From an optimization exercise on the open Yosys and OpenROAD flow, aimed at small area and a short achievable clock period; shortcuts taken in it are not production practice.
Only simulation tests tie the RTL to the original design; equivalence was not proved.
The clock port is modelled as an ideal driver; clocking choices that lean on that would not hold on a real chip.

## rv6_alu_top
module rv6_alu_top (
    input             clk,
    input      [63:0] a,
    input      [63:0] b,
    input      [ 6:0] opcode,
    input      [ 2:0] op,
    input             mod,
    output reg [63:0] alu_out
);
    reg [63:0] a_q;
    reg [63:0] b_q;
    reg [ 6:0] opcode_q;
    reg [ 2:0] op_q;
    reg        mod_q;
    wire [63:0] alu_res;
    always @(posedge clk) begin
        a_q      <= a;
        b_q      <= b;
        opcode_q <= opcode;
        op_q     <= op;
        mod_q    <= mod;
        alu_out  <= alu_res;
    end
    alu u_alu (
        .a       (a_q      ),
        .b       (b_q      ),
        .alu_out (alu_res  ),
        .opcode  (opcode_q ),
        .op      (op_q     ),
        .mod     (mod_q    )
    );
endmodule
Size in the first run: about 2,900 cells after synthesis, roughly 200 flip-flops, ~200 I/O pins, ~18,000 um2 of cells after synthesis.
export LEC_CHECK = 0
export ABC_AREA = 1
export CAP_MARGIN = 20
export CORE_MARGIN = 2
export CORE_UTILIZATION = 30
export CTS_CLUSTER_DIAMETER = 100
export CTS_CLUSTER_SIZE = 30
export SETUP_SLACK_MARGIN = 2.5
export SLEW_MARGIN = 20
create_clock -name core_clock -period 5.5 [get_ports {clk}]
standard.sh (not shown) runs the stock make flow with config.mk's settings and CLKGATE_MAP_FILE= SYNTH_SCRIPT=/design/flow/synth_recipe.tcl, a recipe that flattens the netlist after the stock synthesis.
==> flow/flow/run.sh <==
#!/bin/bash
# The standard layout, except that the port buffers are buf_1 cells
# instead of the delay buffers buffer_ports picks by itself.
set -euo pipefail
export BUFFER_PORTS_ARGS="-buffer_cell sky130_fd_sc_hd__buf_1"
bash standard.sh > standard_flow.log 2>&1
The baseline produced a clean layout.
==> next run, changes <==
--- a/flow/config.mk
+++ b/flow/config.mk
@@ -11,4 +11,2 @@
 export CORE_UTILIZATION = 30
-export CTS_CLUSTER_DIAMETER = 100
-export CTS_CLUSTER_SIZE = 30
 export SETUP_SLACK_MARGIN = 2.5
Result:
- synthesized area stays the same
- global-route usage hardly moves
- die area stays the same
- routed wire length hardly moves
- sequential share of layout area barely changes

---

P:
rv6_alu_top, a different RTL version from the one above (not shown whole).
Size: ~3200 cells after synthesis, ~200 flip-flops, roughly 200 I/O pins.
## rv6_alu_top
module rv6_alu_top (
    input             clk,
    input      [63:0] a,
    input      [63:0] b,
    input      [ 6:0] opcode,
    input      [ 2:0] op,
    input             mod,
    output reg [63:0] alu_out
);
Settings: LEC_CHECK=0, ABC_AREA=1, CAP_MARGIN=40, CORE_MARGIN=2, CORE_UTILIZATION=30, CTS_CLUSTER_DIAMETER=100, CTS_CLUSTER_SIZE=30, SETUP_SLACK_MARGIN=2.9, SLEW_MARGIN=40; clock period 5.5 ns.
==> flow/flow/run.sh <==
#!/bin/bash
# The standard layout with two changes:
#  - the port buffers are buf_1 cells instead of the delay buffers that
#    buffer_ports picks by itself;
#  - after clock tree synthesis, flow/skew.tcl gives the result registers
#    (alu_out, the endpoint of every register-to-register path) a later
#    clock through a chain of four extra buffers, and timing repair then runs once
#    after global routing with that skew in place.
set -euo pipefail
here=$(pwd)
export BUFFER_PORTS_ARGS="-buffer_cell sky130_fd_sc_hd__buf_1"
export SKIP_CTS_REPAIR_TIMING=1
export POST_CTS_TCL="$here/flow/skew.tcl"
bash standard.sh > standard_flow.log 2>&1
==> flow/flow/skew.tcl <==
# Useful skew for the register-to-register paths: the result registers
# (alu_out) get their clock through extra buffers, later than the input
# registers, since every internal path ends at them.
# buffers from the clock tree's leaf net down to the registers; the last
# one drives the registers
set skew_cells {sky130_fd_sc_hd__clkbuf_2 sky130_fd_sc_hd__clkbuf_2 sky130_fd_sc_hd__clkbuf_2 sky130_fd_sc_hd__clkbuf_8}
if { [info exists ::env(SKEW_CELLS)] } { set skew_cells $::env(SKEW_CELLS) }
set stages [llength $skew_cells]
set block [ord::get_db_block]
array set groups {}
foreach inst [$block getInsts] {
  if { [string match {alu_out*} [$inst getName]] } {
    set it [$inst findITerm CLK]
    if { $it == "NULL" } { continue }
    set net [$it getNet]
    if { $net == "NULL" } { puts "skew: [$inst getName] has no CLK net"; continue }
    lappend groups([$net getName]) $inst
  }
}
set k 0
foreach netname [array names groups] {
  set insts $groups($netname)
  set sx 0; set sy 0; set pins {}
  foreach inst $insts {
    set bb [$inst getBBox]
    set sx [expr {$sx + ([$bb xMin] + [$bb xMax]) / 2}]
    set sy [expr {$sy + ([$bb yMin] + [$bb yMax]) / 2}]
  }
  foreach pin [get_pins -of_objects [get_nets $netname]] {
    set nm [get_full_name $pin]
    if { [string match {alu_out*} $nm] && [string match {*/CLK} $nm] } { lappend pins $pin }
  }
  set n [llength $insts]
  set cx [expr {$sx / $n / 1000.0}]
  set cy [expr {$sy / $n / 1000.0}]
  set cur $netname
  for { set s 0 } { $s < $stages } { incr s } {
    insert_buffer -buffer_cell [lindex $skew_cells $s] -net [get_nets $cur] -load_pins $pins \
      -location [list $cx $cy] -buffer_name skewbuf_${k}_$s -net_name skewclk_${k}_$s
    set cur [get_full_name [get_nets -of_objects [lindex $pins 0]]]
    [$block findNet $cur] setSigType CLOCK
  }
  incr k
}
puts "skew: $k groups, $stages stages"
detailed_placement
check_placement -verbose
diff inputs: P => Q
--- a/flow/flow/run.sh
+++ b/flow/flow/run.sh
@@ -7 +7 @@
-#    clock through a chain of four extra buffers, and timing repair then runs once
+#    clock through a chain of three extra buffers, and timing repair then runs once
--- a/flow/flow/skew.tcl
+++ b/flow/flow/skew.tcl
@@ -6 +6 @@
-set skew_cells {sky130_fd_sc_hd__clkbuf_2 sky130_fd_sc_hd__clkbuf_2 sky130_fd_sc_hd__clkbuf_2 sky130_fd_sc_hd__clkbuf_8}
+set skew_cells {sky130_fd_sc_hd__clkbuf_2 sky130_fd_sc_hd__clkbuf_2 sky130_fd_sc_hd__clkbuf_8}
--- a/flow/config.mk
+++ b/flow/config.mk
@@ -11,4 +11,5 @@
-export CORE_UTILIZATION = 30
-export CTS_CLUSTER_DIAMETER = 100
-export CTS_CLUSTER_SIZE = 30
-export SETUP_SLACK_MARGIN = 2.9
+export CORE_UTILIZATION = 50
+export CTS_CLUSTER_DIAMETER = 80
+export CTS_CLUSTER_SIZE = 20
+export PLACE_DENSITY = 0.75
+export SETUP_SLACK_MARGIN = 3
### Flow results
- Summary of Q over P: clock period minus final worst setup slack saw a decrease; area of the die went down 0.026 sq mm; post-route fraction of the period consumed by the critical path now smaller.
- P -> Q: synthesized cell count flat

## re-timing with driven ports
Ports are ideal in the flow. The routed layouts listed here were re-timed in OpenROAD.
Step 1: set_driving_cell puts a clkbuf_16 on clk and a buf_2 on each other input, an assumption about the parent block.
Step 2, shift: input delay + t, output delay - t, t = (earliest + latest rising clock arrival at the registers) / 2. This alone moves slack from input paths to output paths.
a / b / c = no drivers / after step 1 / after step 2; a / b = the first two.
run | shift t [ns] | setup WS [ns] | clock arrival spread, ns | pins driven straight from the clock port
the first run of note 1 | 0.605 | 2.486 / 2.486 / 2.486 | 0.034 / 0.034 | 1
the second run of note 1 | 0.633 | 2.398 / 2.398 / 2.398 | 0.031 / 0.032 | 1
P | 0.803 | 2.889 / 2.842 / 2.889 | 0.477 / 0.477 | 1
Q | 0.741 | 2.982 / 2.951 / 2.982 | 0.353 / 0.352 | 1
In P and Q the clock reaches the registers at very different times; t lies between them, and the last value is a rough guide only.
